This is an optimization exercise on Yosys and OpenROAD, whose aim is small area and a short achievable clock period, not a production implementation.
Function was not checked in any run shown here: the RTL went through the layout flow alone.

==> flow/design.v, too long to show whole: its modules and the start of the top module <==
// module direct_FIR: 1442 lines
// module fa3: 6 lines
// module synthesis_direct_FIR: 8 lines
module synthesis_direct_FIR(out, inp, clk, rstn);
  // ...
==> flow/flow/run.sh <==
#!/bin/bash
# Own layout flow: the standard ORFS flow, with the port buffers built
# from regular buffers instead of delay buffers, and setup repair asked to
# leave a margin (SETUP_MARGIN ns) so that it also works on paths that
# already meet the design's clock period.
set -euo pipefail
cd "$(dirname "$0")/.."
export BUFFER_PORTS_ARGS="-buffer_cell sky130_fd_sc_hd__buf_2"
export SETUP_SLACK_MARGIN=${SETUP_MARGIN:-8.1}
bash standard.sh > standard_make.log 2>&1
==> flow/standard.sh <==
#!/bin/bash
# synth_recipe.tcl (not shown) runs the flow's synth.tcl, then flattens the netlist and writes it again
# the make line also repeats each setting of config.mk as NAME=value (left out here)
make -C /OpenROAD-flow-scripts/flow DESIGN_CONFIG=/design/flow/config.mk WORK_HOME=/design/flow/orfs CLKGATE_MAP_FILE= SYNTH_SCRIPT=/design/flow/synth_recipe.tcl "${@:-finish}"
==> flow/config.mk <==
export PLATFORM = sky130hd
export DESIGN_NAME = synthesis_direct_FIR
export DESIGN_NICKNAME = synthesis_direct_FIR
export VERILOG_FILES = /design/flow/design.v
export SDC_FILE = /design/flow/constraint.sdc
export NUM_CORES = 4
export LEC_CHECK = 0
export CAP_MARGIN = 20
export CORE_MARGIN = 2
export CORE_UTILIZATION = 65
export CTS_BUF_LIST = sky130_fd_sc_hd__clkbuf_16
export CTS_CLUSTER_DIAMETER = 80
export CTS_CLUSTER_SIZE = 25
export SLEW_MARGIN = 20
export SYNTH_HIERARCHICAL = 1
export SYNTH_MINIMUM_KEEP_SIZE = 0
==> flow/constraint.sdc <==
create_clock -name core_clock -period 11.5 [get_ports {clk}]
set_input_delay 2.3000 -clock core_clock [delete_from_list [all_inputs] [get_ports {clk}]]
set_output_delay 2.3000 -clock core_clock [all_outputs]
set_load 0.01 [all_outputs]
==> results.sh, run 1 <==
export IMPL_yosysTopAreaCellShare_pct=51.53
export IMPL_totalWireLength_mm=38.61
export IMPL_multi_input_area_share_pct=63.03
export IMPL_core_um2=22500
export IMPL_max_slew_worst_pin_slew_ns=0.5281
export IMPL_clockRootBuffer="clkbuf_16"
export IMPL_synth_most_common_cell="fa_1"
export IMPL_regToRegSetupSlack_ns=8.13
export IMPL_fin_skew_ns=0.04451
export IMPL_period_share_pct=29.27
export IMPL_crit_cells=6
export IMPL_whs_ns=0.4137
export IMPL_largest_register_ffs=26
export IMPL_worstSetupStartpointType="flip-flop"
export IMPL_layout_comb_gates_multi_input=678
export IMPL_antenna_found_initial=0
export IMPL_slew_headroom_pct=64.74
export IMPL_avgSynthCellArea_um2=14.00
export IMPL_drive_gt1_share_pct=11.39
export IMPL_num_fill_cells=1555
export IMPL_layout_area_top_class="multi-input combinational cells"
export IMPL_cts_repair_resize_count=5
export IMPL_status="no timing/DRC/antenna violations"
export IMPL_dieArea_um2=24060
export IMPL_synth_xor_area_share_pct=1.062
export IMPL_rows=55
export IMPL_seqCellArea_um2=4295
export IMPL_fin_util_pct=71.11
export IMPL_fin_cells=1400
==> run 2, diff against run 1 <==
--- a/flow/design.v
+++ b/flow/design.v
@@ -928,35 +928,35 @@
     fa3 us93 (.a(~x1[11]), .b(x3[11]), .c(x5[9]), .s(s93), .co(c94));
     fa3 us95 (.a(~x1[12]), .b(x3[12]), .c(x5[10]), .s(s95), .co(c96));
     fa3 us97 (.a(~x1[13]), .b(x3[13]), .c(x5[11]), .s(s97), .co(c98));
     fa3 us99 (.a(~x1[14]), .b(x3[14]), .c(x5[12]), .s(s99), .co(c100));
     fa3 us101 (.a(x1[15]), .b(~x3[15]), .c(x5[13]), .s(s101), .co(c102));
     fa3 us103 (.a(x1[9]), .b(x1[0]), .c(x4[2]), .s(s103), .co(c104));
     fa3 us105 (.a(x1[10]), .b(x1[1]), .c(x4[3]), .s(s105), .co(c106));
     fa3 us107 (.a(x0[3]), .b(x2[11]), .c(x2[2]), .s(s107), .co(c108));
-    assign s109 = ~x3[2] ^ ~x3[1];
-    assign c110 = ~x3[2] & ~x3[1];
+    assign s109 = x4[0] ^ x5[11];
+    assign c110 = x4[0] & x5[11];
     fa3 us111 (.a(x1[11]), .b(x1[2]), .c(x1[0]), .s(s111), .co(c112));
     fa3 us113 (.a(x4[4]), .b(x4[1]), .c(x5[12]), .s(s113), .co(c114));
     fa3 us115 (.a(x0[4]), .b(x2[12]), .c(x3[2]), .s(s115), .co(c116));
     fa3 us117 (.a(c12), .b(c14), .c(c42), .s(s117), .co(c118));
     fa3 us119 (.a(x1[12]), .b(x1[3]), .c(x4[5]), .s(s119), .co(c120));
     fa3 us121 (.a(x0[5]), .b(x2[13]), .c(x3[3]), .s(s121), .co(c122));
     assign s123 = x4[13] ^ x5[1] ^ 1'b0;
     assign c124 = (x4[13] & x5[1]) | (x4[13] & 1'b0) | (x5[1] & 1'b0);
     fa3 us125 (.a(x5[13]), .b(c14), .c(c16), .s(s125), .co(c126));
     fa3 us127 (.a(c44), .b(s1), .c(s15), .s(s127), .co(c128));
     fa3 us129 (.a(x1[13]), .b(x1[4]), .c(x4[6]), .s(s129), .co(c130));
     fa3 us131 (.a(x0[6]), .b(x2[14]), .c(x3[4]), .s(s131), .co(c132));
     fa3 us133 (.a(x4[14]), .b(~x5[14]), .c(x5[2]), .s(s133), .co(c134));
     fa3 us135 (.a(c2), .b(c16), .c(c18), .s(s135), .co(c136));
     fa3 us137 (.a(c46), .b(s3), .c(s17), .s(s137), .co(c138));
-    assign s139 = ~c36 ^ s19;
-    assign c140 = ~c36 & s19;
+    assign s139 = s19 ^ s47;
+    assign c140 = s19 & s47;
     fa3 us141 (.a(x1[14]), .b(x2[15]), .c(x4[15]), .s(s141), .co(c142));
     assign s143 = x0[7] ^ x5[15] ^ 1'b0;
     assign c144 = (x0[7] & x5[15]) | (x0[7] & 1'b0) | (x5[15] & 1'b0);
     fa3 us145 (.a(x4[7]), .b(c4), .c(c18), .s(s145), .co(c146));
     fa3 us147 (.a(c20), .b(c48), .c(s5), .s(s147), .co(c148));
     fa3 us149 (.a(s19), .b(s21), .c(s49), .s(s149), .co(c150));
     assign s151 = ~c38 ^ ~s39;
     assign c152 = ~c38 & ~s39;
@@ -965,20 +965,20 @@
     fa3 us157 (.a(c22), .b(c50), .c(s7), .s(s157), .co(c158));
     fa3 us159 (.a(s21), .b(s23), .c(s51), .s(s159), .co(c160));
     fa3 us161 (.a(~x0[9]), .b(x4[9]), .c(x5[15]), .s(s161), .co(c162));
     fa3 us163 (.a(c8), .b(c22), .c(c24), .s(s163), .co(c164));
     fa3 us165 (.a(x0[13]), .b(x4[10]), .c(x5[13]), .s(s165), .co(c166));
     assign s167 = ~x0[10] ^ ~1'b0;
     assign c168 = ~x0[10] & ~1'b0;
     fa3 us169 (.a(x0[14]), .b(x2[13]), .c(x3[14]), .s(s169), .co(c170));
-    assign s171 = ~x0[11] ^ ~x1[15];
-    assign c172 = ~x0[11] & ~x1[15];
-    assign s173 = ~x0[15] ^ ~x0[12];
-    assign c174 = ~x0[15] & ~x0[12];
+    assign s171 = x4[11] ^ x5[14];
+    assign c172 = x4[11] & x5[14];
+    assign s173 = x2[14] ^ x3[14];
+    assign c174 = x2[14] & x3[14];
     fa3 us175 (.a(x1[4]), .b(x1[0]), .c(x4[1]), .s(s175), .co(c176));
     fa3 us177 (.a(x2[5]), .b(x2[2]), .c(x3[2]), .s(s177), .co(c178));
     fa3 us179 (.a(~x1[5]), .b(x2[6]), .c(x4[6]), .s(s179), .co(c180));
     fa3 us181 (.a(x5[6]), .b(c2), .c(c30), .s(s181), .co(c182));
     fa3 us183 (.a(s1), .b(s3), .c(s31), .s(s183), .co(c184));
     fa3 us185 (.a(x0[0]), .b(x2[7]), .c(x4[7]), .s(s185), .co(c186));
     assign s187 = x1[6] ^ x5[7] ^ ~1'b0;
     assign c188 = (x1[6] & x5[7]) | (x1[6] & ~1'b0) | (x5[7] & ~1'b0);
@@ -994,17 +994,17 @@
     fa3 us207 (.a(s7), .b(s9), .c(s37), .s(s207), .co(c208));
     fa3 us209 (.a(x0[2]), .b(x2[10]), .c(x2[1]), .s(s209), .co(c210));
     fa3 us211 (.a(x3[1]), .b(x3[0]), .c(x4[10]), .s(s211), .co(c212));
     fa3 us213 (.a(x5[10]), .b(c8), .c(c10), .s(s213), .co(c214));
     fa3 us215 (.a(c38), .b(s103), .c(s9), .s(s215), .co(c216));
     fa3 us217 (.a(s29), .b(c62), .c(c90), .s(s217), .co(c218));
     assign s219 = s11 ^ s39;
     assign c220 = s11 & s39;
-    fa3 us221 (.a(~x4[11]), .b(x4[0]), .c(x5[11]), .s(s221), .co(c222));
+    fa3 us221 (.a(x3[2]), .b(x3[1]), .c(x4[11]), .s(s221), .co(c222));
     fa3 us223 (.a(s109), .b(c104), .c(c10), .s(s223), .co(c224));
     fa3 us225 (.a(c12), .b(c40), .c(s105), .s(s225), .co(c226));
     fa3 us227 (.a(s11), .b(s13), .c(s41), .s(s227), .co(c228));
     fa3 us229 (.a(c30), .b(s107), .c(s31), .s(s229), .co(c230));
     fa3 us231 (.a(c64), .b(c92), .c(s65), .s(s231), .co(c232));
     fa3 us233 (.a(x4[12]), .b(x5[0]), .c(~c110), .s(s233), .co(c234));
     fa3 us235 (.a(c106), .b(s111), .c(s113), .s(s235), .co(c236));
     fa3 us237 (.a(s13), .b(s15), .c(s43), .s(s237), .co(c238));
@@ -1012,21 +1012,21 @@
     fa3 us241 (.a(s33), .b(c66), .c(c94), .s(s241), .co(c242));
     fa3 us243 (.a(s55), .b(s67), .c(s95), .s(s243), .co(c244));
     fa3 us245 (.a(c112), .b(c114), .c(s119), .s(s245), .co(c246));
     fa3 us247 (.a(c116), .b(c34), .c(s121), .s(s247), .co(c248));
     fa3 us249 (.a(s123), .b(s35), .c(c56), .s(s249), .co(c250));
     fa3 us251 (.a(c68), .b(c96), .c(s57), .s(s251), .co(c252));
     fa3 us253 (.a(s17), .b(s45), .c(~s69), .s(s253), .co(c254));
     fa3 us255 (.a(c118), .b(s125), .c(s127), .s(s255), .co(c256));
-    fa3 us257 (.a(c120), .b(s129), .c(s47), .s(s257), .co(c258));
-    fa3 us259 (.a(c122), .b(c124), .c(s131), .s(s259), .co(c260));
-    fa3 us261 (.a(s37), .b(c58), .c(c70), .s(s261), .co(c262));
-    fa3 us263 (.a(c98), .b(s133), .c(s59), .s(s263), .co(c264));
-    fa3 us265 (.a(s71), .b(s99), .c(~s139), .s(s265), .co(c266));
+    fa3 us257 (.a(c122), .b(c124), .c(c36), .s(s257), .co(c258));
+    fa3 us259 (.a(s131), .b(s37), .c(c58), .s(s259), .co(c260));
+    fa3 us261 (.a(c70), .b(c98), .c(s133), .s(s261), .co(c262));
+    fa3 us263 (.a(s59), .b(s71), .c(s99), .s(s263), .co(c264));
+    fa3 us265 (.a(c120), .b(s129), .c(s139), .s(s265), .co(c266));
     fa3 us267 (.a(c126), .b(c128), .c(s135), .s(s267), .co(c268));
     fa3 us269 (.a(c132), .b(s143), .c(c134), .s(s269), .co(c270));
     fa3 us271 (.a(c60), .b(c72), .c(c100), .s(s271), .co(c272));
     fa3 us273 (.a(s61), .b(s73), .c(s81), .s(s273), .co(c274));
     fa3 us275 (.a(c130), .b(s141), .c(~s101), .s(s275), .co(c276));
     fa3 us277 (.a(c140), .b(s151), .c(c136), .s(s277), .co(c278));
     fa3 us279 (.a(c138), .b(s145), .c(s147), .s(s279), .co(c280));
     fa3 us281 (.a(c144), .b(c40), .c(s153), .s(s281), .co(c282));
@@ -1042,27 +1042,27 @@
     fa3 us301 (.a(s65), .b(s77), .c(s85), .s(s301), .co(c302));
     fa3 us303 (.a(c156), .b(c158), .c(c160), .s(s303), .co(c304));
     fa3 us305 (.a(s167), .b(c10), .c(c24), .s(s305), .co(c306));
     fa3 us307 (.a(c26), .b(s165), .c(s11), .s(s307), .co(c308));
     fa3 us309 (.a(s25), .b(s79), .c(c162), .s(s309), .co(c310));
     fa3 us311 (.a(c44), .b(s45), .c(c66), .s(s311), .co(c312));
     fa3 us313 (.a(c78), .b(c86), .c(s67), .s(s313), .co(c314));
     fa3 us315 (.a(c54), .b(s27), .c(~s87), .s(s315), .co(c316));
-    assign s317 = x4[11] ^ x5[14] ^ ~1'b0;
-    assign c318 = (x4[11] & x5[14]) | (x4[11] & ~1'b0) | (x5[14] & ~1'b0);
+    assign s317 = x0[11] ^ x1[15] ^ 1'b0;
+    assign c318 = (x0[11] & x1[15]) | (x0[11] & 1'b0) | (x1[15] & 1'b0);
     fa3 us319 (.a(c168), .b(s171), .c(c166), .s(s319), .co(c320));
     fa3 us321 (.a(c12), .b(c26), .c(c80), .s(s321), .co(c322));
     fa3 us323 (.a(s169), .b(s13), .c(c28), .s(s323), .co(c324));
     fa3 us325 (.a(c46), .b(s47), .c(c68), .s(s325), .co(c326));
     fa3 us327 (.a(c88), .b(s69), .c(s89), .s(s327), .co(c328));
-    fa3 us329 (.a(x2[14]), .b(x3[14]), .c(x4[12]), .s(s329), .co(c330));
-    fa3 us331 (.a(x1[15]), .b(x3[15]), .c(x5[15]), .s(s331), .co(c332));
-    assign s333 = ~1'b0 ^ c172 ^ s173;
-    assign c334 = (~1'b0 & c172) | (~1'b0 & s173) | (c172 & s173);
+    fa3 us329 (.a(x0[15]), .b(x0[12]), .c(x1[15]), .s(s329), .co(c330));
+    assign s331 = x3[15] ^ x5[15] ^ 1'b0;
+    assign c332 = (x3[15] & x5[15]) | (x3[15] & 1'b0) | (x5[15] & 1'b0);
+    fa3 us333 (.a(x4[12]), .b(c172), .c(s173), .s(s333), .co(c334));
     fa3 us335 (.a(c170), .b(c14), .c(s15), .s(s335), .co(c336));
     fa3 us337 (.a(c48), .b(s49), .c(c70), .s(s337), .co(c338));
     fa3 us339 (.a(c90), .b(s71), .c(s91), .s(s339), .co(c340));
     fa3 us341 (.a(x0[13]), .b(x2[15]), .c(x3[15]), .s(s341), .co(c342));
     fa3 us343 (.a(x4[13]), .b(c174), .c(c16), .s(s343), .co(c344));
     fa3 us345 (.a(c50), .b(s51), .c(c72), .s(s345), .co(c346));
     fa3 us347 (.a(x5[5]), .b(s175), .c(s1), .s(s347), .co(c348));
     fa3 us349 (.a(s29), .b(lc0[0]), .c(lc1[0]), .s(s349), .co(c350));
@@ -1082,273 +1082,273 @@
     fa3 us373 (.a(c194), .b(s201), .c(s203), .s(s373), .co(c374));
     fa3 us375 (.a(c60), .b(c88), .c(s61), .s(s375), .co(c376));
     fa3 us377 (.a(c192), .b(s199), .c(~s89), .s(s377), .co(c378));
     fa3 us379 (.a(c196), .b(c198), .c(s205), .s(s379), .co(c380));
     fa3 us381 (.a(c202), .b(c204), .c(s209), .s(s381), .co(c382));
     fa3 us383 (.a(s211), .b(s63), .c(s91), .s(s383), .co(c384));
     fa3 us385 (.a(c200), .b(s219), .c(c206), .s(s385), .co(c386));
     fa3 us387 (.a(c208), .b(s213), .c(s215), .s(s387), .co(c388));
-    fa3 us389 (.a(c210), .b(c212), .c(s93), .s(s389), .co(c390));
-    fa3 us391 (.a(s221), .b(c220), .c(c214), .s(s391), .co(c392));
-    fa3 us393 (.a(c216), .b(s223), .c(s225), .s(s393), .co(c394));
-    fa3 us395 (.a(c218), .b(s229), .c(s231), .s(s395), .co(c396));
-    fa3 us397 (.a(c222), .b(c224), .c(c226), .s(s397), .co(c398));
-    fa3 us399 (.a(c228), .b(s117), .c(s235), .s(s399), .co(c400));
-    fa3 us401 (.a(s233), .b(c230), .c(s239), .s(s401), .co(c402));
-    fa3 us403 (.a(c232), .b(s241), .c(s243), .s(s403), .co(c404));
+    fa3 us389 (.a(c210), .b(c212), .c(s221), .s(s389), .co(c390));
+    fa3 us391 (.a(c220), .b(c214), .c(c216), .s(s391), .co(c392));
+    fa3 us393 (.a(s223), .b(s225), .c(s227), .s(s393), .co(c394));
+    fa3 us395 (.a(s93), .b(c218), .c(s229), .s(s395), .co(c396));
+    fa3 us397 (.a(c224), .b(c226), .c(c228), .s(s397), .co(c398));
+    fa3 us399 (.a(c222), .b(s233), .c(c230), .s(s399), .co(c400));
+    fa3 us401 (.a(s117), .b(s235), .c(s237), .s(s401), .co(c402));
+    fa3 us403 (.a(s239), .b(c232), .c(s241), .s(s403), .co(c404));
     fa3 us405 (.a(s97), .b(c234), .c(c240), .s(s405), .co(c406));
     fa3 us407 (.a(c236), .b(c238), .c(s245), .s(s407), .co(c408));
     fa3 us409 (.a(c242), .b(s247), .c(c244), .s(s409), .co(c410));
     fa3 us411 (.a(s249), .b(s251), .c(~s253), .s(s411), .co(c412));
-    fa3 us413 (.a(c246), .b(s257), .c(s137), .s(s413), .co(c414));
-    fa3 us415 (.a(c248), .b(c250), .c(s259), .s(s415), .co(c416));
-    fa3 us417 (.a(c252), .b(s261), .c(s263), .s(s417), .co(c418));
-    fa3 us419 (.a(c254), .b(c256), .c(s267), .s(s419), .co(c420));
-    fa3 us421 (.a(c260), .b(c262), .c(c264), .s(s421), .co(c422));
-    fa3 us423 (.a(s269), .b(s271), .c(s273), .s(s423), .co(c424));
-    fa3 us425 (.a(c258), .b(s149), .c(s275), .s(s425), .co(c426));
-    fa3 us427 (.a(~c266), .b(c268), .c(s277), .s(s427), .co(c428));
+    fa3 us413 (.a(c248), .b(s257), .c(c250), .s(s413), .co(c414));
+    fa3 us415 (.a(c252), .b(s259), .c(s261), .s(s415), .co(c416));
+    fa3 us417 (.a(c246), .b(s137), .c(c254), .s(s417), .co(c418));
+    fa3 us419 (.a(s265), .b(c256), .c(s267), .s(s419), .co(c420));
+    fa3 us421 (.a(c258), .b(c260), .c(c262), .s(s421), .co(c422));
+    fa3 us423 (.a(c264), .b(s269), .c(s271), .s(s423), .co(c424));
+    fa3 us425 (.a(s149), .b(s275), .c(c266), .s(s425), .co(c426));
+    fa3 us427 (.a(~s273), .b(c268), .c(s277), .s(s427), .co(c428));
     fa3 us429 (.a(c270), .b(c272), .c(s281), .s(s429), .co(c430));
     fa3 us431 (.a(c274), .b(s283), .c(s285), .s(s431), .co(c432));
     fa3 us433 (.a(s159), .b(c276), .c(c278), .s(s433), .co(c434));
     fa3 us435 (.a(c280), .b(s289), .c(s291), .s(s435), .co(c436));
     fa3 us437 (.a(c282), .b(c284), .c(s295), .s(s437), .co(c438));
     fa3 us439 (.a(s163), .b(s293), .c(s299), .s(s439), .co(c440));
     fa3 us441 (.a(c286), .b(s297), .c(s301), .s(s441), .co(c442));
     fa3 us443 (.a(c290), .b(c292), .c(s303), .s(s443), .co(c444));
     fa3 us445 (.a(c164), .b(c294), .c(s305), .s(s445), .co(c446));
     fa3 us447 (.a(s307), .b(c300), .c(s309), .s(s447), .co(c448));
     fa3 us449 (.a(c296), .b(c298), .c(c302), .s(s449), .co(c450));
     fa3 us451 (.a(s311), .b(s313), .c(~s315), .s(s451), .co(c452));
-    fa3 us453 (.a(s317), .b(s27), .c(c306), .s(s453), .co(c454));
-    fa3 us455 (.a(c308), .b(s319), .c(s321), .s(s455), .co(c456));
-    fa3 us457 (.a(c312), .b(c314), .c(s325), .s(s457), .co(c458));
-    fa3 us459 (.a(c310), .b(s323), .c(c316), .s(s459), .co(c460));
-    fa3 us461 (.a(s329), .b(c318), .c(c28), .s(s461), .co(c462));
-    fa3 us463 (.a(c320), .b(c322), .c(s333), .s(s463), .co(c464));
-    fa3 us465 (.a(s331), .b(c326), .c(c328), .s(s465), .co(c466));
-    fa3 us467 (.a(c324), .b(s335), .c(~s337), .s(s467), .co(c468));
-    fa3 us469 (.a(c332), .b(s341), .c(c92), .s(s469), .co(c470));
-    fa3 us471 (.a(c330), .b(s17), .c(~s73), .s(s471), .co(c472));
-    fa3 us473 (.a(c334), .b(c336), .c(s343), .s(s473), .co(c474));
-    fa3 us475 (.a(s93), .b(c338), .c(c340), .s(s475), .co(c476));
+    fa3 us453 (.a(s27), .b(c306), .c(c308), .s(s453), .co(c454));
+    fa3 us455 (.a(s319), .b(s321), .c(c310), .s(s455), .co(c456));
+    fa3 us457 (.a(s317), .b(c312), .c(c314), .s(s457), .co(c458));
+    fa3 us459 (.a(~s323), .b(s325), .c(s327), .s(s459), .co(c460));
+    fa3 us461 (.a(c318), .b(s329), .c(s331), .s(s461), .co(c462));
+    fa3 us463 (.a(c28), .b(s333), .c(c320), .s(s463), .co(c464));
+    fa3 us465 (.a(c322), .b(c324), .c(s335), .s(s465), .co(c466));
+    fa3 us467 (.a(c326), .b(c328), .c(s337), .s(s467), .co(c468));
+    fa3 us469 (.a(c330), .b(c332), .c(s341), .s(s469), .co(c470));
+    fa3 us471 (.a(c92), .b(s73), .c(s93), .s(s471), .co(c472));
+    fa3 us473 (.a(s17), .b(c334), .c(c336), .s(s473), .co(c474));
+    fa3 us475 (.a(c338), .b(c340), .c(s345), .s(s475), .co(c476));
     fa3 us477 (.a(x0[14]), .b(c342), .c(c52), .s(s477), .co(c478));
     fa3 us479 (.a(x4[14]), .b(c18), .c(s19), .s(s479), .co(c480));
     fa3 us481 (.a(c74), .b(c94), .c(s53), .s(s481), .co(c482));
     fa3 us483 (.a(s75), .b(s95), .c(c346), .s(s483), .co(c484));
     fa3 us485 (.a(x0[13]), .b(x4[15]), .c(x5[13]), .s(s485), .co(c486));
     fa3 us487 (.a(x0[15]), .b(c20), .c(s21), .s(s487), .co(c488));
     fa3 us489 (.a(c54), .b(c76), .c(c96), .s(s489), .co(c490));
     fa3 us491 (.a(c22), .b(s23), .c(s79), .s(s491), .co(c492));
     fa3 us493 (.a(lc2[0]), .b(lc3[0]), .c(lc4[0]), .s(s493), .co(c494));
-    assign s495 = ~x4[5] ^ ~s177;
-    assign c496 = ~x4[5] & ~s177;
+    assign s495 = lc5[0] ^ ~x4[5];
+    assign c496 = lc5[0] & ~x4[5];
     fa3 us497 (.a(c348), .b(s181), .c(s183), .s(s497), .co(c498));
     fa3 us499 (.a(c350), .b(s351), .c(s353), .s(s499), .co(c500));
     assign s501 = ~s55 ^ ~s83;
     assign c502 = ~s55 & ~s83;
     fa3 us503 (.a(c184), .b(s189), .c(s357), .s(s503), .co(c504));
     fa3 us505 (.a(c356), .b(s359), .c(s361), .s(s505), .co(c506));
     fa3 us507 (.a(c352), .b(c354), .c(s363), .s(s507), .co(c508));
     fa3 us509 (.a(s87), .b(s365), .c(c360), .s(s509), .co(c510));
     fa3 us511 (.a(~c358), .b(c362), .c(s367), .s(s511), .co(c512));
     fa3 us513 (.a(c364), .b(s369), .c(s371), .s(s513), .co(c514));
     fa3 us515 (.a(c366), .b(c368), .c(s373), .s(s515), .co(c516));
     fa3 us517 (.a(s207), .b(c370), .c(s377), .s(s517), .co(c518));
     fa3 us519 (.a(~s375), .b(c372), .c(s379), .s(s519), .co(c520));
     fa3 us521 (.a(c374), .b(s381), .c(c376), .s(s521), .co(c522));
     fa3 us523 (.a(s217), .b(s383), .c(~c378), .s(s523), .co(c524));
     fa3 us525 (.a(c380), .b(s385), .c(s387), .s(s525), .co(c526));
-    fa3 us527 (.a(c382), .b(c384), .c(s389), .s(s527), .co(c528));
-    fa3 us529 (.a(s227), .b(c386), .c(s391), .s(s529), .co(c530));
-    fa3 us531 (.a(c388), .b(s393), .c(~s395), .s(s531), .co(c532));
-    fa3 us533 (.a(s237), .b(~c390), .c(c392), .s(s533), .co(c534));
-    fa3 us535 (.a(c394), .b(s397), .c(s399), .s(s535), .co(c536));
-    fa3 us537 (.a(s401), .b(c396), .c(s403), .s(s537), .co(c538));
-    fa3 us539 (.a(c398), .b(c400), .c(s407), .s(s539), .co(c540));
-    fa3 us541 (.a(c402), .b(s405), .c(c404), .s(s541), .co(c542));
+    fa3 us527 (.a(c382), .b(s389), .c(c384), .s(s527), .co(c528));
+    fa3 us529 (.a(c386), .b(c388), .c(s391), .s(s529), .co(c530));
+    fa3 us531 (.a(s231), .b(~s393), .c(s395), .s(s531), .co(c532));
+    fa3 us533 (.a(c392), .b(c394), .c(s397), .s(s533), .co(c534));
+    fa3 us535 (.a(c390), .b(s243), .c(c396), .s(s535), .co(c536));
+    fa3 us537 (.a(s399), .b(~s401), .c(s403), .s(s537), .co(c538));
+    fa3 us539 (.a(c400), .b(s405), .c(c404), .s(s539), .co(c540));
+    fa3 us541 (.a(c398), .b(c402), .c(s407), .s(s541), .co(c542));
     fa3 us543 (.a(~s255), .b(s409), .c(s411), .s(s543), .co(c544));
-    fa3 us545 (.a(c406), .b(s265), .c(c410), .s(s545), .co(c546));
-    fa3 us547 (.a(c408), .b(s413), .c(~s415), .s(s547), .co(c548));
-    fa3 us549 (.a(s417), .b(c412), .c(~s419), .s(s549), .co(c550));
-    fa3 us551 (.a(c416), .b(c418), .c(s421), .s(s551), .co(c552));
-    fa3 us553 (.a(c414), .b(s279), .c(s425), .s(s553), .co(c554));
-    fa3 us555 (.a(~s423), .b(c420), .c(s427), .s(s555), .co(c556));
-    fa3 us557 (.a(s287), .b(c422), .c(s429), .s(s557), .co(c558));
-    fa3 us559 (.a(c424), .b(s431), .c(~c426), .s(s559), .co(c560));
+    fa3 us545 (.a(s263), .b(c406), .c(c410), .s(s545), .co(c546));
+    fa3 us547 (.a(~c408), .b(s413), .c(s415), .s(s547), .co(c548));
+    fa3 us549 (.a(s417), .b(~c412), .c(s419), .s(s549), .co(c550));
+    fa3 us551 (.a(c414), .b(c416), .c(s421), .s(s551), .co(c552));
+    fa3 us553 (.a(s279), .b(~s423), .c(c418), .s(s553), .co(c554));
+    fa3 us555 (.a(s425), .b(c420), .c(s427), .s(s555), .co(c556));
+    fa3 us557 (.a(s287), .b(c422), .c(c424), .s(s557), .co(c558));
+    fa3 us559 (.a(s429), .b(s431), .c(~c426), .s(s559), .co(c560));
     fa3 us561 (.a(s433), .b(c428), .c(s435), .s(s561), .co(c562));
     fa3 us563 (.a(c288), .b(c430), .c(s437), .s(s563), .co(c564));
     fa3 us565 (.a(c432), .b(~s439), .c(s441), .s(s565), .co(c566));
     fa3 us567 (.a(c434), .b(c436), .c(s443), .s(s567), .co(c568));
     fa3 us569 (.a(c304), .b(s445), .c(c440), .s(s569), .co(c570));
     fa3 us571 (.a(c438), .b(c442), .c(s449), .s(s571), .co(c572));
     fa3 us573 (.a(s447), .b(~s451), .c(c444), .s(s573), .co(c574));
-    fa3 us575 (.a(c446), .b(s453), .c(s455), .s(s575), .co(c576));
-    fa3 us577 (.a(s327), .b(c450), .c(s457), .s(s577), .co(c578));
-    fa3 us579 (.a(c448), .b(s459), .c(~c452), .s(s579), .co(c580));
-    fa3 us581 (.a(s461), .b(c454), .c(c456), .s(s581), .co(c582));
-    fa3 us583 (.a(s339), .b(c458), .c(s465), .s(s583), .co(c584));
-    fa3 us585 (.a(s463), .b(c460), .c(s467), .s(s585), .co(c586));
-    fa3 us587 (.a(~c462), .b(s469), .c(s345), .s(s587), .co(c588));
-    fa3 us589 (.a(s471), .b(c464), .c(s473), .s(s589), .co(c590));
-    fa3 us591 (.a(c466), .b(s475), .c(~c468), .s(s591), .co(c592));
-    fa3 us593 (.a(~c344), .b(s477), .c(c470), .s(s593), .co(c594));
-    fa3 us595 (.a(s479), .b(~s481), .c(c472), .s(s595), .co(c596));
+    fa3 us575 (.a(c316), .b(c446), .c(s453), .s(s575), .co(c576));
+    fa3 us577 (.a(c448), .b(~c450), .c(s455), .s(s577), .co(c578));
+    fa3 us579 (.a(s457), .b(s459), .c(c452), .s(s579), .co(c580));
+    fa3 us581 (.a(c454), .b(s463), .c(c456), .s(s581), .co(c582));
+    fa3 us583 (.a(s461), .b(s339), .c(c458), .s(s583), .co(c584));
+    fa3 us585 (.a(~s465), .b(s467), .c(c460), .s(s585), .co(c586));
+    fa3 us587 (.a(c462), .b(s469), .c(s471), .s(s587), .co(c588));
+    fa3 us589 (.a(s343), .b(c464), .c(c466), .s(s589), .co(c590));
+    fa3 us591 (.a(~s473), .b(c468), .c(s475), .s(s591), .co(c592));
+    fa3 us593 (.a(c470), .b(s477), .c(c472), .s(s593), .co(c594));
+    fa3 us595 (.a(c344), .b(s479), .c(~s481), .s(s595), .co(c596));
     fa3 us597 (.a(~c474), .b(c476), .c(s483), .s(s597), .co(c598));
     fa3 us599 (.a(s485), .b(s77), .c(s97), .s(s599), .co(c600));
     fa3 us601 (.a(c478), .b(c482), .c(s489), .s(s601), .co(c602));
     fa3 us603 (.a(c480), .b(s487), .c(~c484), .s(s603), .co(c604));
     fa3 us605 (.a(x0[14]), .b(x5[14]), .c(c486), .s(s605), .co(c606));
     fa3 us607 (.a(c78), .b(c98), .c(s99), .s(s607), .co(c608));
     fa3 us609 (.a(c488), .b(~c490), .c(s491), .s(s609), .co(c610));
     fa3 us611 (.a(x0[15]), .b(x2[13]), .c(x5[15]), .s(s611), .co(c612));
     fa3 us613 (.a(c24), .b(c80), .c(s25), .s(s613), .co(c614));
     fa3 us615 (.a(c100), .b(s101), .c(~c492), .s(s615), .co(c616));
     fa3 us617 (.a(x2[14]), .b(~x5[14]), .c(c26), .s(s617), .co(c618));
-    assign s619 = ~x1[15] ^ ~x2[15];
-    assign c620 = ~x1[15] & ~x2[15];
-    fa3 us621 (.a(lc5[0]), .b(~s81), .c(s495), .s(s621), .co(c622));
+    assign s619 = x3[14] ^ x5[15];
+    assign c620 = x3[14] & x5[15];
+    fa3 us621 (.a(s177), .b(s81), .c(~s495), .s(s621), .co(c622));
     fa3 us623 (.a(s347), .b(s493), .c(s349), .s(s623), .co(c624));
     fa3 us625 (.a(c496), .b(s501), .c(c494), .s(s625), .co(c626));
-    fa3 us627 (.a(c622), .b(s497), .c(c624), .s(s627), .co(c628));
-    fa3 us629 (.a(~s355), .b(s625), .c(s499), .s(s629), .co(c630));
+    fa3 us627 (.a(s497), .b(c624), .c(s625), .s(s627), .co(c628));
+    fa3 us629 (.a(s355), .b(c622), .c(~s499), .s(s629), .co(c630));
     fa3 us631 (.a(c502), .b(c498), .c(c626), .s(s631), .co(c632));
     fa3 us633 (.a(s503), .b(c500), .c(s507), .s(s633), .co(c634));
     fa3 us635 (.a(~s505), .b(c628), .c(s631), .s(s635), .co(c636));
     fa3 us637 (.a(s509), .b(c506), .c(s511), .s(s637), .co(c638));
     fa3 us639 (.a(c504), .b(c508), .c(c632), .s(s639), .co(c640));
     fa3 us641 (.a(s513), .b(c634), .c(~s637), .s(s641), .co(c642));
     fa3 us643 (.a(c510), .b(s515), .c(c512), .s(s643), .co(c644));
     fa3 us645 (.a(s517), .b(c514), .c(s519), .s(s645), .co(c646));
     fa3 us647 (.a(c516), .b(s521), .c(s523), .s(s647), .co(c648));
     fa3 us649 (.a(c518), .b(c520), .c(s525), .s(s649), .co(c650));
     fa3 us651 (.a(c522), .b(s527), .c(c524), .s(s651), .co(c652));
-    fa3 us653 (.a(s529), .b(c526), .c(s531), .s(s653), .co(c654));
+    fa3 us653 (.a(s531), .b(c648), .c(s651), .s(s653), .co(c654));
     fa3 us655 (.a(~c528), .b(c530), .c(s533), .s(s655), .co(c656));
-    fa3 us657 (.a(~s535), .b(c652), .c(s537), .s(s657), .co(c658));
-    fa3 us659 (.a(c534), .b(c536), .c(s539), .s(s659), .co(c660));
-    fa3 us661 (.a(~c540), .b(c542), .c(s545), .s(s661), .co(c662));
-    fa3 us663 (.a(c546), .b(~c548), .c(s551), .s(s663), .co(c664));
-    fa3 us665 (.a(c552), .b(s557), .c(s559), .s(s665), .co(c666));
+    fa3 us657 (.a(s535), .b(c532), .c(c652), .s(s657), .co(c658));
+    fa3 us659 (.a(c536), .b(s539), .c(c538), .s(s659), .co(c660));
+    fa3 us661 (.a(c540), .b(~c542), .c(s545), .s(s661), .co(c662));
+    fa3 us663 (.a(c546), .b(s551), .c(c548), .s(s663), .co(c664));
+    fa3 us665 (.a(c552), .b(s557), .c(~c554), .s(s665), .co(c666));
     fa3 us667 (.a(c558), .b(s563), .c(c560), .s(s667), .co(c668));
     fa3 us669 (.a(c564), .b(s571), .c(c566), .s(s669), .co(c670));
-    fa3 us671 (.a(s575), .b(c570), .c(~c572), .s(s671), .co(c672));
-    fa3 us673 (.a(c576), .b(s581), .c(~c578), .s(s673), .co(c674));
-    fa3 us675 (.a(~s583), .b(s585), .c(c580), .s(s675), .co(c676));
-    fa3 us677 (.a(~s587), .b(c582), .c(s589), .s(s677), .co(c678));
-    fa3 us679 (.a(c584), .b(~c586), .c(s591), .s(s679), .co(c680));
+    fa3 us671 (.a(s575), .b(c570), .c(s577), .s(s671), .co(c672));
+    fa3 us673 (.a(c576), .b(s581), .c(c578), .s(s673), .co(c674));
+    fa3 us675 (.a(s583), .b(c580), .c(s585), .s(s675), .co(c676));
+    fa3 us677 (.a(s587), .b(~c582), .c(c584), .s(s677), .co(c678));
+    fa3 us679 (.a(~s589), .b(s591), .c(c586), .s(s679), .co(c680));
     fa3 us681 (.a(c588), .b(s593), .c(~s595), .s(s681), .co(c682));
-    fa3 us683 (.a(~c590), .b(s597), .c(c592), .s(s683), .co(c684));
+    fa3 us683 (.a(~c590), .b(c592), .c(s597), .s(s683), .co(c684));
     fa3 us685 (.a(s599), .b(c594), .c(s601), .s(s685), .co(c686));
     fa3 us687 (.a(c596), .b(~c598), .c(s603), .s(s687), .co(c688));
     fa3 us689 (.a(s605), .b(c600), .c(s607), .s(s689), .co(c690));
     fa3 us691 (.a(c602), .b(~s609), .c(s689), .s(s691), .co(c692));
     fa3 us693 (.a(~c604), .b(c686), .c(s691), .s(s693), .co(c694));
     fa3 us695 (.a(s611), .b(~c606), .c(s613), .s(s695), .co(c696));
     fa3 us697 (.a(c608), .b(s615), .c(c690), .s(s697), .co(c698));
     fa3 us699 (.a(c610), .b(s695), .c(~s697), .s(s699), .co(c700));
     fa3 us701 (.a(c612), .b(~c102), .c(s27), .s(s701), .co(c702));
     fa3 us703 (.a(c614), .b(s617), .c(s701), .s(s703), .co(c704));
     fa3 us705 (.a(~c616), .b(c696), .c(s703), .s(s705), .co(c706));
-    assign s707 = x3[14] ^ x5[15] ^ ~1'b0;
-    assign c708 = (x3[14] & x5[15]) | (x3[14] & ~1'b0) | (x5[15] & ~1'b0);
-    fa3 us709 (.a(s619), .b(c28), .c(s707), .s(s709), .co(c710));
-    fa3 us711 (.a(c618), .b(s709), .c(c702), .s(s711), .co(c712));
+    assign s707 = x1[15] ^ x2[15] ^ 1'b0;
+    assign c708 = (x1[15] & x2[15]) | (x1[15] & 1'b0) | (x2[15] & 1'b0);
+    fa3 us709 (.a(s619), .b(~s707), .c(c28), .s(s709), .co(c710));
+    fa3 us711 (.a(c618), .b(c702), .c(s709), .s(s711), .co(c712));
     fa3 us713 (.a(c704), .b(s711), .c(c706), .s(s713), .co(c714));
-    fa3 us715 (.a(~x3[15]), .b(c620), .c(c708), .s(s715), .co(c716));
-    fa3 us717 (.a(c710), .b(s715), .c(c712), .s(s717), .co(c718));
-    assign s719 = ~q10 ^ ~q11;
-    assign c720 = ~q10 & ~q11;
-    assign s721 = ~q15 ^ ~q16;
-    assign c722 = ~q15 & ~q16;
-    assign s723 = ~q19 ^ ~q20;
-    assign c724 = ~q19 & ~q20;
-    assign s725 = q23 ^ q24;
-    assign c726 = q23 & q24;
-    fa3 us727 (.a(q27), .b(q28), .c(q29), .s(s727), .co(c728));
-    assign s729 = q30 ^ q31;
-    assign c730 = q30 & q31;
-    fa3 us731 (.a(q34), .b(q36), .c(q37), .s(s731), .co(c732));
-    assign s733 = q33 ^ q35;
-    assign c734 = q33 & q35;
-    fa3 us735 (.a(q39), .b(q40), .c(q42), .s(s735), .co(c736));
-    assign s737 = q38 ^ q41;
-    assign c738 = q38 & q41;
-    fa3 us739 (.a(q43), .b(q44), .c(q45), .s(s739), .co(c740));
-    assign s741 = ~q46 ^ ~q47;
-    assign c742 = ~q46 & ~q47;
+    fa3 us715 (.a(x3[15]), .b(~c620), .c(c708), .s(s715), .co(c716));
+    fa3 us717 (.a(~s715), .b(c710), .c(c712), .s(s717), .co(c718));
+    assign s719 = q12 ^ q13;
+    assign c720 = q12 & q13;
+    assign s721 = q17 ^ q18;
+    assign c722 = q17 & q18;
+    assign s723 = q19 ^ q20;
+    assign c724 = q19 & q20;
+    assign s725 = q24 ^ ~q23;
+    assign c726 = q24 & ~q23;
+    fa3 us727 (.a(q27), .b(q28), .c(q30), .s(s727), .co(c728));
+    assign s729 = ~q29 ^ ~q31;
+    assign c730 = ~q29 & ~q31;
+    fa3 us731 (.a(q33), .b(q34), .c(q35), .s(s731), .co(c732));
+    assign s733 = q36 ^ ~q37;
+    assign c734 = q36 & ~q37;
+    fa3 us735 (.a(q38), .b(q39), .c(q40), .s(s735), .co(c736));
+    assign s737 = ~q41 ^ ~q42;
+    assign c738 = ~q41 & ~q42;
+    fa3 us739 (.a(q43), .b(q46), .c(q47), .s(s739), .co(c740));
+    assign s741 = q44 ^ q45;
+    assign c742 = q44 & q45;
     fa3 us743 (.a(q48), .b(q51), .c(q52), .s(s743), .co(c744));
     assign s745 = q49 ^ q50;
     assign c746 = q49 & q50;
     fa3 us747 (.a(q53), .b(q54), .c(q55), .s(s747), .co(c748));
     assign s749 = ~q56 ^ ~q57;
     assign c750 = ~q56 & ~q57;
-    fa3 us751 (.a(q59), .b(q60), .c(q61), .s(s751), .co(c752));
-    assign s753 = ~q58 ^ ~q62;
-    assign c754 = ~q58 & ~q62;
+    fa3 us751 (.a(q58), .b(q59), .c(q62), .s(s751), .co(c752));
+    assign s753 = q60 ^ q61;
+    assign c754 = q60 & q61;
     assign s755 = q63 ^ q64;
     assign c756 = q63 & q64;
-    assign s757 = q66 ^ q67;
-    assign c758 = q66 & q67;
-    assign s759 = ~q70 ^ q71;
-    assign c760 = ~q70 & q71;
-    assign s761 = ~q74 ^ ~q75;
-    assign c762 = ~q74 & ~q75;
-    assign s763 = q12 ^ q13;
-    assign c764 = q12 & q13;
-    fa3 us765 (.a(q17), .b(q18), .c(c720), .s(s765), .co(c766));
-    fa3 us767 (.a(q21), .b(q22), .c(c722), .s(s767), .co(c768));
-    fa3 us769 (.a(q25), .b(c724), .c(s725), .s(s769), .co(c770));
+    assign s757 = q66 ^ ~q67;
+    assign c758 = q66 & ~q67;
+    assign s759 = ~q70 ^ ~q71;
+    assign c760 = ~q70 & ~q71;
+    assign s761 = q76 ^ ~q74;
+    assign c762 = q76 & ~q74;
+    assign s763 = q14 ^ ~q10;
+    assign c764 = q14 & ~q10;
+    fa3 us765 (.a(q15), .b(q16), .c(~c720), .s(s765), .co(c766));
+    fa3 us767 (.a(q21), .b(c722), .c(s723), .s(s767), .co(c768));
+    fa3 us769 (.a(q25), .b(q26), .c(~c724), .s(s769), .co(c770));
     fa3 us771 (.a(~q32), .b(c726), .c(s729), .s(s771), .co(c772));
-    fa3 us773 (.a(c730), .b(s733), .c(~c728), .s(s773), .co(c774));
-    fa3 us775 (.a(c734), .b(s737), .c(~c732), .s(s775), .co(c776));
-    fa3 us777 (.a(c738), .b(s741), .c(s739), .s(s777), .co(c778));
-    fa3 us779 (.a(c742), .b(s745), .c(c740), .s(s779), .co(c780));
+    fa3 us773 (.a(c730), .b(s733), .c(c728), .s(s773), .co(c774));
+    fa3 us775 (.a(c734), .b(s737), .c(s735), .s(s775), .co(c776));
+    fa3 us777 (.a(c738), .b(s741), .c(c736), .s(s777), .co(c778));
+    fa3 us779 (.a(c742), .b(s745), .c(~c740), .s(s779), .co(c780));
     fa3 us781 (.a(c746), .b(s749), .c(s747), .s(s781), .co(c782));
     fa3 us783 (.a(c750), .b(s753), .c(c748), .s(s783), .co(c784));
-    fa3 us785 (.a(q65), .b(c754), .c(s755), .s(s785), .co(c786));
-    fa3 us787 (.a(q69), .b(c756), .c(s757), .s(s787), .co(c788));
+    fa3 us785 (.a(~q65), .b(c754), .c(s755), .s(s785), .co(c786));
+    fa3 us787 (.a(q68), .b(q69), .c(~c756), .s(s787), .co(c788));
     fa3 us789 (.a(q72), .b(q73), .c(~c758), .s(s789), .co(c790));
-    fa3 us791 (.a(q76), .b(c760), .c(s761), .s(s791), .co(c792));
+    fa3 us791 (.a(q75), .b(q77), .c(~c760), .s(s791), .co(c792));
     assign s793 = q78 ^ ~q79;
     assign c794 = q78 & ~q79;
-    assign s795 = ~q80 ^ q81;
-    assign c796 = ~q80 & q81;
-    assign s797 = ~q83 ^ q84;
-    assign c798 = ~q83 & q84;
-    assign s799 = q4 ^ q5;
-    assign c800 = q4 & q5;
+    assign s795 = q81 ^ ~q80;
+    assign c796 = q81 & ~q80;
+    assign s797 = q84 ^ q85;
+    assign c798 = q84 & q85;
+    assign s799 = q5 ^ q6;
+    assign c800 = q5 & q6;
     fa3 us801 (.a(q7), .b(q8), .c(q9), .s(s801), .co(c802));
-    fa3 us803 (.a(q14), .b(s763), .c(s719), .s(s803), .co(c804));
-    fa3 us805 (.a(c764), .b(s721), .c(s765), .s(s805), .co(c806));
-    fa3 us807 (.a(s723), .b(c766), .c(s767), .s(s807), .co(c808));
-    fa3 us809 (.a(~q26), .b(c768), .c(s769), .s(s809), .co(c810));
-    fa3 us811 (.a(~s727), .b(c770), .c(s771), .s(s811), .co(c812));
+    fa3 us803 (.a(~q11), .b(s763), .c(s719), .s(s803), .co(c804));
+    fa3 us805 (.a(c764), .b(s721), .c(~s765), .s(s805), .co(c806));
+    fa3 us807 (.a(q22), .b(c766), .c(~s767), .s(s807), .co(c808));
+    fa3 us809 (.a(s725), .b(c768), .c(~s769), .s(s809), .co(c810));
+    fa3 us811 (.a(s727), .b(~c770), .c(s771), .s(s811), .co(c812));
     fa3 us813 (.a(~s731), .b(c772), .c(s773), .s(s813), .co(c814));
-    fa3 us815 (.a(~s735), .b(c774), .c(s775), .s(s815), .co(c816));
-    fa3 us817 (.a(~c736), .b(c776), .c(s777), .s(s817), .co(c818));
+    fa3 us815 (.a(~c732), .b(c774), .c(s775), .s(s815), .co(c816));
+    fa3 us817 (.a(~s739), .b(c776), .c(s777), .s(s817), .co(c818));
     fa3 us819 (.a(~s743), .b(c778), .c(s779), .s(s819), .co(c820));
     fa3 us821 (.a(~c744), .b(c780), .c(s781), .s(s821), .co(c822));
-    fa3 us823 (.a(s751), .b(c782), .c(s783), .s(s823), .co(c824));
-    fa3 us825 (.a(c752), .b(s785), .c(c784), .s(s825), .co(c826));
-    fa3 us827 (.a(~q68), .b(c786), .c(s787), .s(s827), .co(c828));
-    fa3 us829 (.a(s759), .b(c788), .c(~s789), .s(s829), .co(c830));
-    fa3 us831 (.a(q77), .b(c790), .c(~s791), .s(s831), .co(c832));
-    fa3 us833 (.a(c762), .b(s793), .c(c792), .s(s833), .co(c834));
+    fa3 us823 (.a(~s751), .b(c782), .c(s783), .s(s823), .co(c824));
+    fa3 us825 (.a(~c752), .b(c784), .c(s785), .s(s825), .co(c826));
+    fa3 us827 (.a(s757), .b(c786), .c(~s787), .s(s827), .co(c828));
+    fa3 us829 (.a(~s759), .b(c788), .c(s789), .s(s829), .co(c830));
+    fa3 us831 (.a(~s761), .b(c790), .c(s791), .s(s831), .co(c832));
+    fa3 us833 (.a(c762), .b(s793), .c(~c792), .s(s833), .co(c834));
     fa3 us835 (.a(~q82), .b(c794), .c(s795), .s(s835), .co(c836));
-    fa3 us837 (.a(q85), .b(c796), .c(s797), .s(s837), .co(c838));
+    fa3 us837 (.a(~q83), .b(c796), .c(s797), .s(s837), .co(c838));
     assign s839 = q86 ^ c798;
     assign c840 = q86 & c798;
     assign s841 = q87 ^ q88;
     assign c842 = q87 & q88;
-    assign s843 = q89 ^ q90;
-    assign c844 = q89 & q90;
-    wire [25:0] ra = {c844, c842, c840, c838, c836, c834, ~c832, c830, c828, c826, c824, c822, c820, c818, c816, c814, c812, c810, c808, c806, c804, c802, c800, s799, q2, q0};
-    wire [25:0] rb = {~1'b0, s843, s841, s839, s837, s835, s833, ~s831, s829, s827, s825, s823, s821, s819, s817, s815, s813, s811, s809, s807, s805, s803, s801, q6, q3, q1};
+    assign s843 = q90 ^ ~q89;
+    assign c844 = q90 & ~q89;
+    wire [25:0] ra = {c844, c842, c840, c838, c836, c834, ~c832, ~c830, c828, c826, c824, c822, c820, c818, c816, c814, c812, c810, ~c808, c806, c804, c802, c800, s799, q2, ~q0};
+    wire [25:0] rb = {~1'b0, s843, s841, s839, s837, s835, s833, ~s831, ~s829, s827, s825, s823, s821, s819, s817, s815, s813, s811, s809, ~s807, s805, s803, s801, ~q4, ~q3, q1};
     always @(posedge clk) begin
         q0 <= s621;
         q1 <= s623;
         q2 <= s627;
         q3 <= s629;
         q4 <= c630;
         q5 <= s633;
         q6 <= s635;
@@ -1359,71 +1359,71 @@
         q11 <= s643;
         q12 <= c640;
         q13 <= s645;
         q14 <= c642;
         q15 <= c644;
         q16 <= s647;
         q17 <= c646;
         q18 <= s649;
-        q19 <= c648;
-        q20 <= s651;
+        q19 <= c526;
+        q20 <= s529;
         q21 <= c650;
         q22 <= s653;
-        q23 <= c532;
+        q23 <= s537;
         q24 <= s655;
-        q25 <= c654;
-        q26 <= s657;
-        q27 <= c538;
+        q25 <= s657;
+        q26 <= c654;
+        q27 <= c534;
         q28 <= s541;
         q29 <= s543;
         q30 <= c656;
-        q31 <= s659;
-        q32 <= c658;
+        q31 <= c658;
+        q32 <= s659;
         q33 <= s547;
         q34 <= c544;
         q35 <= c660;
         q36 <= s549;
         q37 <= s661;
         q38 <= s553;
         q39 <= c550;
-        q40 <= c662;
-        q41 <= s555;
+        q40 <= s555;
+        q41 <= c662;
         q42 <= s663;
-        q43 <= c554;
+        q43 <= s559;
         q44 <= c556;
         q45 <= s561;
         q46 <= c664;
         q47 <= s665;
         q48 <= s565;
         q49 <= s567;
         q50 <= c562;
         q51 <= c666;
         q52 <= s667;
         q53 <= s569;
         q54 <= c568;
         q55 <= s573;
         q56 <= c668;
         q57 <= s669;
-        q58 <= s577;
+        q58 <= c572;
         q59 <= s579;
         q60 <= c574;
         q61 <= s671;
         q62 <= c670;
         q63 <= c672;
         q64 <= s673;
         q65 <= s675;
         q66 <= c674;
         q67 <= s677;
-        q68 <= s679;
-        q69 <= c676;
+        q68 <= c676;
+        q69 <= s679;
         q70 <= s681;
         q71 <= c678;
-        q72 <= c680;
-        q73 <= s683;
+        q72 <= s683;
+        q73 <= c680;
         q74 <= s685;
         q75 <= c682;
         q76 <= s687;
         q77 <= c684;
         q78 <= c688;
         q79 <= s693;
         q80 <= c692;
         q81 <= s699;
==> run 2 against run 1 <==
- synthesized cell count down 4.2%
- cell area down 0.34%
- maximum frequency down 1.7%
- core utilization up 1.5 points
- clock skew down 0.011 ns
- first-iteration DRC count down 13%
- global-route usage up 2.0 points
- die area down 1.6%
- critical path type unchanged
==> results.sh, run 2 <==
export IMPL_cts_tree="yes"
export IMPL_vias_per_cell=5.909
export IMPL_largest_register_ffs=26
export IMPL_fin_skew_ns=0.03397
export IMPL_clockRootBuffer="clkbuf_16"
export IMPL_clock_latency_ns=0.51
export IMPL_rr_startpoint="DIR_FIR.q38"
export IMPL_wire_per_inst_um=29.13
export IMPL_hold_viol=0
export IMPL_status="no timing/DRC/antenna violations"
export IMPL_synth_fp_nets=1484
export IMPL_grt_pass1_wl_mm=59.55
export IMPL_num_vias=8090
export IMPL_worstHoldStart="DIR_FIR.x2[2]"
export IMPL_fin_crit_ns=3.424
export IMPL_netlist_area_um2=14590
export IMPL_drv_cap=0
export IMPL_synth_compound_area_share_pct=3.962
export IMPL_finalSetupViolCount=0
export IMPL_rows=54
export IMPL_cts_buffer_depth=3
export IMPL_drtIter0Drc=771
export IMPL_timing_fmax_mhz=292.1
export IMPL_grt_max_degree=26
export IMPL_synthTopCellsByCount="fa_1 (382), dfxtp_1 (213), inv_1 (153)"
export IMPL_drc_errors=0
export IMPL_muxShareOfSynthArea_pct=0.2058
export IMPL_cp_end_kind="flip-flop"
export IMPL_rsz0062_at_grt="true"
export IMPL_startpoint="DIR_FIR.q38"
export IMPL_slew_headroom_pct=66.44
export IMPL_synth_cells=1016
export IMPL_synth_cell_types=47
export IMPL_avgSynthCellArea_um2=14.36
export IMPL_crit_fanout=7
export IMPL_drive_gt1_share_pct=13.31
export IMPL_finalNetCount=1549
export IMPL_grt_pass1_vias=9251
export IMPL_die_y_um=153.8
export IMPL_worstSetupStartpointType="flip-flop"
export IMPL_io_pins=44
export IMPL_io_buffers=43
export IMPL_dpl_worst_slack_ns=7.729
export IMPL_ys_dominant_reg_cell="dfxtp_1"
export IMPL_syn_to_final_growth_pct=9.314
export IMPL_final_common_cell="fa_1"
export IMPL_final_cell_mix="fa_1 (372), dfxtp_1 (180), inv_1 (155)"
export IMPL_worst_slack_ns=8.076
export IMPL_ant_nets=0
export IMPL_die_x_um=153.8
export IMPL_setup_worst_path_class="reg2reg"
export IMPL_core_um2=21960
export IMPL_crit_required_ns=11.87
export IMPL_max_slew_worst_pin_slew_ns=0.5027
export IMPL_antenna_found_initial=0
export IMPL_synthAdderAreaFrac_pct=58.25
export IMPL_totalWireLength_mm=39.88
export IMPL_yosysTopAreaCellShare_pct=52.42
export IMPL_cp_arrival_ns=3.80
export IMPL_grt_use_total_pct=36.29
export IMPL_synthSimpleGateAreaFrac_pct=2.873
export IMPL_ys_ff_latch=213
export IMPL_largest_register="DIR_FIR.out"
export IMPL_overflow=0
export IMPL_period_share_pct=29.77
export IMPL_start_util_pct=66.44
export IMPL_setup_tns_final_ns=0
export IMPL_synth_most_common_cell="fa_1"
export IMPL_dieArea_um2=23660
export IMPL_synthTopCellsByArea="fa_1 (52%), dfxtp_1 (29%), ha_1 (5.8%), inv_1 (3.9%), a21oi_1 (1.0%)"
export IMPL_clock_sinks=213
export IMPL_place_congestion=1.052
export IMPL_clkTransAtPathRegs_ns=0.10
export IMPL_synth_edff_count=0
export IMPL_yosys_warnings=7
export IMPL_synth_top_family_by_area="adder cells"
export IMPL_htreeDepth=1
export IMPL_yosys_area_top_type="fa_1"
export IMPL_numCtsBuffers=14
export IMPL_dp_hpwl_mm=34.58
export IMPL_worst_hold_path_type="reg2reg"
export IMPL_synthArstFlopShare_pct=0
export IMPL_report_final_slew_viol_count=0
export IMPL_ys_seq_area_share_pct=29.23
export IMPL_antenna_cells=0
export IMPL_synth_xor_area_share_pct=1.381
export IMPL_first_pass_iters=8
## run 2: path summary, 6_finish.rpt
kind / to / slack, ns / cells past startpoint
worst max-delay path: DIR_FIR.out[25] / 8.08 / 10
worst min-delay path: DIR_FIR.x3[2] / 0.41 / 0
worst max register to register: DIR_FIR.out[25] / 8.08 / 10
worst min register to register: DIR_FIR.x3[2] / 0.41 / 0
## run 2: critical path: stages (launching register included)
cell	delay [ns]
dfxtp_2	0.33
fa_1	0.55
fa_1	0.43
fa_1	0.49
ha_4	0.34
nand4_1	0.22
a211oi_4	0.28
buf_6	0.16
o21ai_2	0.10
a211o_1	0.28
o2111a_1	0.14
## run 2: modules after synthesis, one instance, submodules excluded, excerpt
module      flip-flops and latches  times used  cells
direct_FIR                     213           1    635
fa3                              0         381      1
## run 2: repair_timing
| item | in CTS | in global routing |
|---|---|---|
| hold buffers | 0 | 0 |
| setup endpoints to repair | 10 | 24 |
| pin swaps | 7 | 15 |
| cloned | 0 | 0 |
| setup buffers | 4 | 7 |
| resized for setup | 22 | 61 |
## run 2: final cells by class
type                       instances  area [µm²]
sequential                       213        4305
tap                              280       350.3
multi-input combinational        645        9940
clock inverter                     9       97.59
clock buffer                      15       375.4
timing repair buffer              54       305.3
fill                            1406        6011
inverter                         153       574.3
## run 2: kinds of logic after synthesis
group,Yosys count
AOI/OAI and AO/OA,88
xor gates and xnor gates,23
adders and majority gates,450
buffers and inverters,158
DFF,213
muxes,3
and+or+nand+nor,81
## run 2: layer usage
metal / vias to the layer above / global-route usage [%] / wire [µm]
li1: 3283 / - / -
met2: 453 / 55.96 / 18210
met4: 0 / 10.64 / 1526
met5: - / 0 / 0
met1: 4268 / 48.12 / 15110
met3: 86 / 15.19 / 5031
## run 2: through the flow
| stage | util [%] | instances | hold slack (ns) | instance area (µm²) |
|---|---|---|---|---|
| after floorplan | - | 1016 | 0.3717 | 14590 |
| after global placement | 68.91 | 1334 | 0.4143 | 15130 |
| after detailed placement | 68.91 | 1334 | 0.4234 | 15130 |
| after CTS | 71.61 | 1362 | 0.4264 | 15730 |
| after global routing | 72.63 | 1369 | 0.4158 | 15950 |
| final | 72.63 | 1369 | 0.4067 | 15950 |
==> run 3, diff against run 2 <==
--- a/flow/config.mk
+++ b/flow/config.mk
@@ -9,8 +9,8 @@
 export CORE_MARGIN = 2
 export CORE_UTILIZATION = 65
 export CTS_BUF_LIST = sky130_fd_sc_hd__clkbuf_16
-export CTS_CLUSTER_DIAMETER = 80
-export CTS_CLUSTER_SIZE = 25
+export CTS_CLUSTER_DIAMETER = 90
+export CTS_CLUSTER_SIZE = 30
 export SLEW_MARGIN = 20
 export SYNTH_HIERARCHICAL = 1
 export SYNTH_MINIMUM_KEEP_SIZE = 0
==> run 3 against run 2 <==
- routed wire length is 0.56% lower
- synthesized cell count stayed put
- flip-flop and latch count stayed put
- maximum frequency hardly changed
- global-route usage hardly changed
- count of clock-buffer cells in the layout is 2 lower
- highest routed layer unchanged
==> results.sh, run 3 <==
export IMPL_cp_end_kind="flip-flop"
export IMPL_crit_fanout=7
export IMPL_yosys_area_top_type="fa_1"
export IMPL_finalInstanceArea_um2=15830
export IMPL_antenna_cells=0
export IMPL_fin_crit_ns=3.426
export IMPL_core_um2=21960
export IMPL_num_vias=8027
export IMPL_crit_required_ns=11.90
export IMPL_rr_startpoint="DIR_FIR.q38"
export IMPL_synthAdderAreaFrac_pct=58.25
export IMPL_clock_sinks=213
export IMPL_drive_gt1_share_pct=11.31
export IMPL_die_x_um=153.8
export IMPL_drtIter0Drc=628
export IMPL_ys_dominant_reg_cell="dfxtp_1"
export IMPL_finalNetCount=1542
export IMPL_netlist_area_um2=14590
export IMPL_synthArstFlopShare_pct=0
export IMPL_dp_hpwl_mm=34.58
export IMPL_fin_skew_ns=0.03351
export IMPL_worstSetupStartpointType="flip-flop"
export IMPL_whs_path_depth=0
export IMPL_status="no timing/DRC/antenna violations"
export IMPL_reg2reg_depth=10
export IMPL_wire_per_inst_um=29.18
export IMPL_postCtsHoldBufs=0
export IMPL_clock_latency_ns=0.50
export IMPL_timing_fmax_mhz=291.9
export IMPL_synth_cells=1016
export IMPL_yosysTopAreaCellShare_pct=52.42
export IMPL_worst_hold_path_type="reg2reg"
export IMPL_ys_seq_area_share_pct=29.23
export IMPL_grt_max_degree=31
export IMPL_hold_viol=0
export IMPL_ys_ff_latch=213
export IMPL_largest_register_ffs=26
export IMPL_grt_pass1_vias=9315
export IMPL_synth_most_common_cell="fa_1"
export IMPL_first_pass_iters=5
export IMPL_numCtsBuffers=12
export IMPL_synth_fp_nets=1484
export IMPL_yosys_warnings=7
export IMPL_dpl_instance_area_um2=15130
export IMPL_start_util_pct=66.44
export IMPL_synth_cell_types=47
export IMPL_synthTopCellsByArea="fa_1 (52%), dfxtp_1 (29%), ha_1 (5.8%), inv_1 (3.9%), a21oi_1 (1.0%)"
export IMPL_grt_pass1_wl_mm=59.36
export IMPL_finalSetupViolCount=0
export IMPL_dieArea_um2=23660
export IMPL_cp_arrival_ns=3.83
export IMPL_largest_register="DIR_FIR.out"
export IMPL_cts_tree="yes"
export IMPL_totalWireLength_mm=39.65
export IMPL_muxShareOfSynthArea_pct=0.2058
export IMPL_io_buffers=43
export IMPL_grt_use_total_pct=36.24
export IMPL_drv_cap=0
export IMPL_die_y_um=153.8
export IMPL_max_slew_worst_pin_slew_ns=0.5086
export IMPL_avgSynthCellArea_um2=14.36
export IMPL_slew_headroom_pct=66.05
export IMPL_final_cell_mix="fa_1 (377), dfxtp_1 (188), inv_1 (154)"
export IMPL_rsz0062_at_grt="true"
export IMPL_startpoint="DIR_FIR.q38"
export IMPL_setup_worst_path_class="reg2reg"
export IMPL_syn_to_final_growth_pct=8.499
export IMPL_synth_compound_area_share_pct=3.962
export IMPL_overflow=0
export IMPL_report_final_slew_viol_count=0
export IMPL_synthSimpleGateAreaFrac_pct=2.873
export IMPL_rows=54
export IMPL_fin_util_pct=72.09
export IMPL_synth_edff_count=0
export IMPL_synth_xor_area_share_pct=1.381
export IMPL_vias_per_cell=5.907
export IMPL_synthTopCellsByCount="fa_1 (382), dfxtp_1 (213), inv_1 (153)"
export IMPL_whs_ns=0.4057
export IMPL_setup_tns_final_ns=0
export IMPL_htreeDepth=1
export IMPL_io_pins=44
export IMPL_clockRootBuffer="clkbuf_16"
export IMPL_synth_top_family_by_area="adder cells"
export IMPL_ant_nets=0
export IMPL_cts_buffer_depth=3
export IMPL_drc_errors=0
export IMPL_period_share_pct=29.79
export IMPL_place_congestion=1.052
export IMPL_worstHoldStart="DIR_FIR.x2[8]"
export IMPL_antenna_found_initial=0
export IMPL_clkTransAtPathRegs_ns=0.12
export IMPL_num_fill_cells=1433
export IMPL_final_common_cell="fa_1"
[run 3: cell types whose count changed in the layout (fill, tap and decap cells not counted), sizes merged]
cell / before / now
buf: 54 / 49
bufinv: 1 / 2
clkbuf: 15 / 13
inv: 160 / 156
[run 3: final cells by class]
cell class                 instances  area (µm²)  share of cell area (%)
timing repair buffer              49       264.0                   1.668
clock inverter                     6       111.4                  0.7035
tap                              280       350.3                   2.213
clock buffer                      13       325.3                   2.055
sequential                       213        4295                   27.14
multi-input combinational        645        9908                   62.60
inverter                         153       574.3                   3.628
[run 3: final timing paths]
path | slack (ns) | endpoint
worst max-delay path | 8.07 | DIR_FIR.out[25]
worst min-delay path | 0.41 | DIR_FIR.x3[8]
worst max register to register | 8.07 | DIR_FIR.out[25]
worst min register to register | 0.41 | DIR_FIR.x3[8]
[run 3: stage by stage]
stage	instances	worst slack (ns)
after floorplan	1016	8.286
after global placement	1334	7.779
after detailed placement	1334	7.729
after CTS	1356	8.086
after global routing	1359	7.992
final	1359	8.074
[run 3: cell families (layout without fill, tap and decap cells)]
logic type                 Yosys count  count (layout)
AOI/OAI and AO/OA                   88              88
xor gates and xnor gates            23              23
adders and majority gates          450             450
buffers and inverters              158             221
DFF                                213             213
muxes                                3               3
and+or+nand+nor                     81              81
[run 3: routing by layer]
metal / vias up / part of all wire (%) / global-route usage (%)
met5: - / 0 / 0
met1: 4204 / 38 / 47.74
met4: 0 / 3.9 / 11.75
met3: 89 / 12 / 15.16
met2: 472 / 45 / 55.71
li1: 3262 / - / -
[run 3: critical path: stages (launching register included)]
cell,delay (ns)
dfxtp_2,0.34
fa_1,0.55
fa_1,0.43
fa_1,0.49
ha_4,0.34
nand4_1,0.22
a211oi_4,0.28
buf_6,0.17
o21ai_2,0.11
a211o_1,0.28
o2111a_1,0.14
[run 3: what timing repair did]
item                       CTS  global route
setup endpoints to repair   11            25
pin swaps                    8             7
gates cloned                 0             0
buffers inserted             3             3
resized for setup           18            49
[run 3: Yosys stat by module (local to each module, per instance), a selection]
| module | cells | times used | flip-flops and latches | cell area [µm²] |
|---|---|---|---|---|
| direct_FIR | 635 | 1 | 213 | 6962 |
| fa3 | 1 | 381 | 0 | 20.02 |

static timing again, ports no longer ideal:
No port has a modelled driver above. Below, the same layouts with a new extraction and two added sets of constraints. Step 1, drivers: a clkbuf_16 drives clk and a buf_2 each remaining input, both assumed. Step 2, shift: input delay + t, output delay - t, t = (earliest + latest rising clock arrival at the registers) / 2. This alone moves slack from input paths to output paths. Three values: no drivers, after step 1, after step 2; two values: the first two.
| run | t, ns | slack for setup (ns) | latest minus earliest clock arrival (ns) | slew at the worst register clock pin (ns) | pins driven straight from the clock port |
|---|---|---|---|---|---|
| run 1 | 0.538 | 8.134 / 8.134 / 8.134 | 0.044 / 0.044 | 0.10 / 0.10 | 1 |
| run 2 | 0.540 | 8.076 / 8.076 / 8.076 | 0.034 / 0.034 | 0.10 / 0.10 | 1 |
| run 3 | 0.532 | 8.074 / 8.074 / 8.074 | 0.034 / 0.034 | 0.12 / 0.12 | 1 |
After both steps every run listed still meets setup and hold.
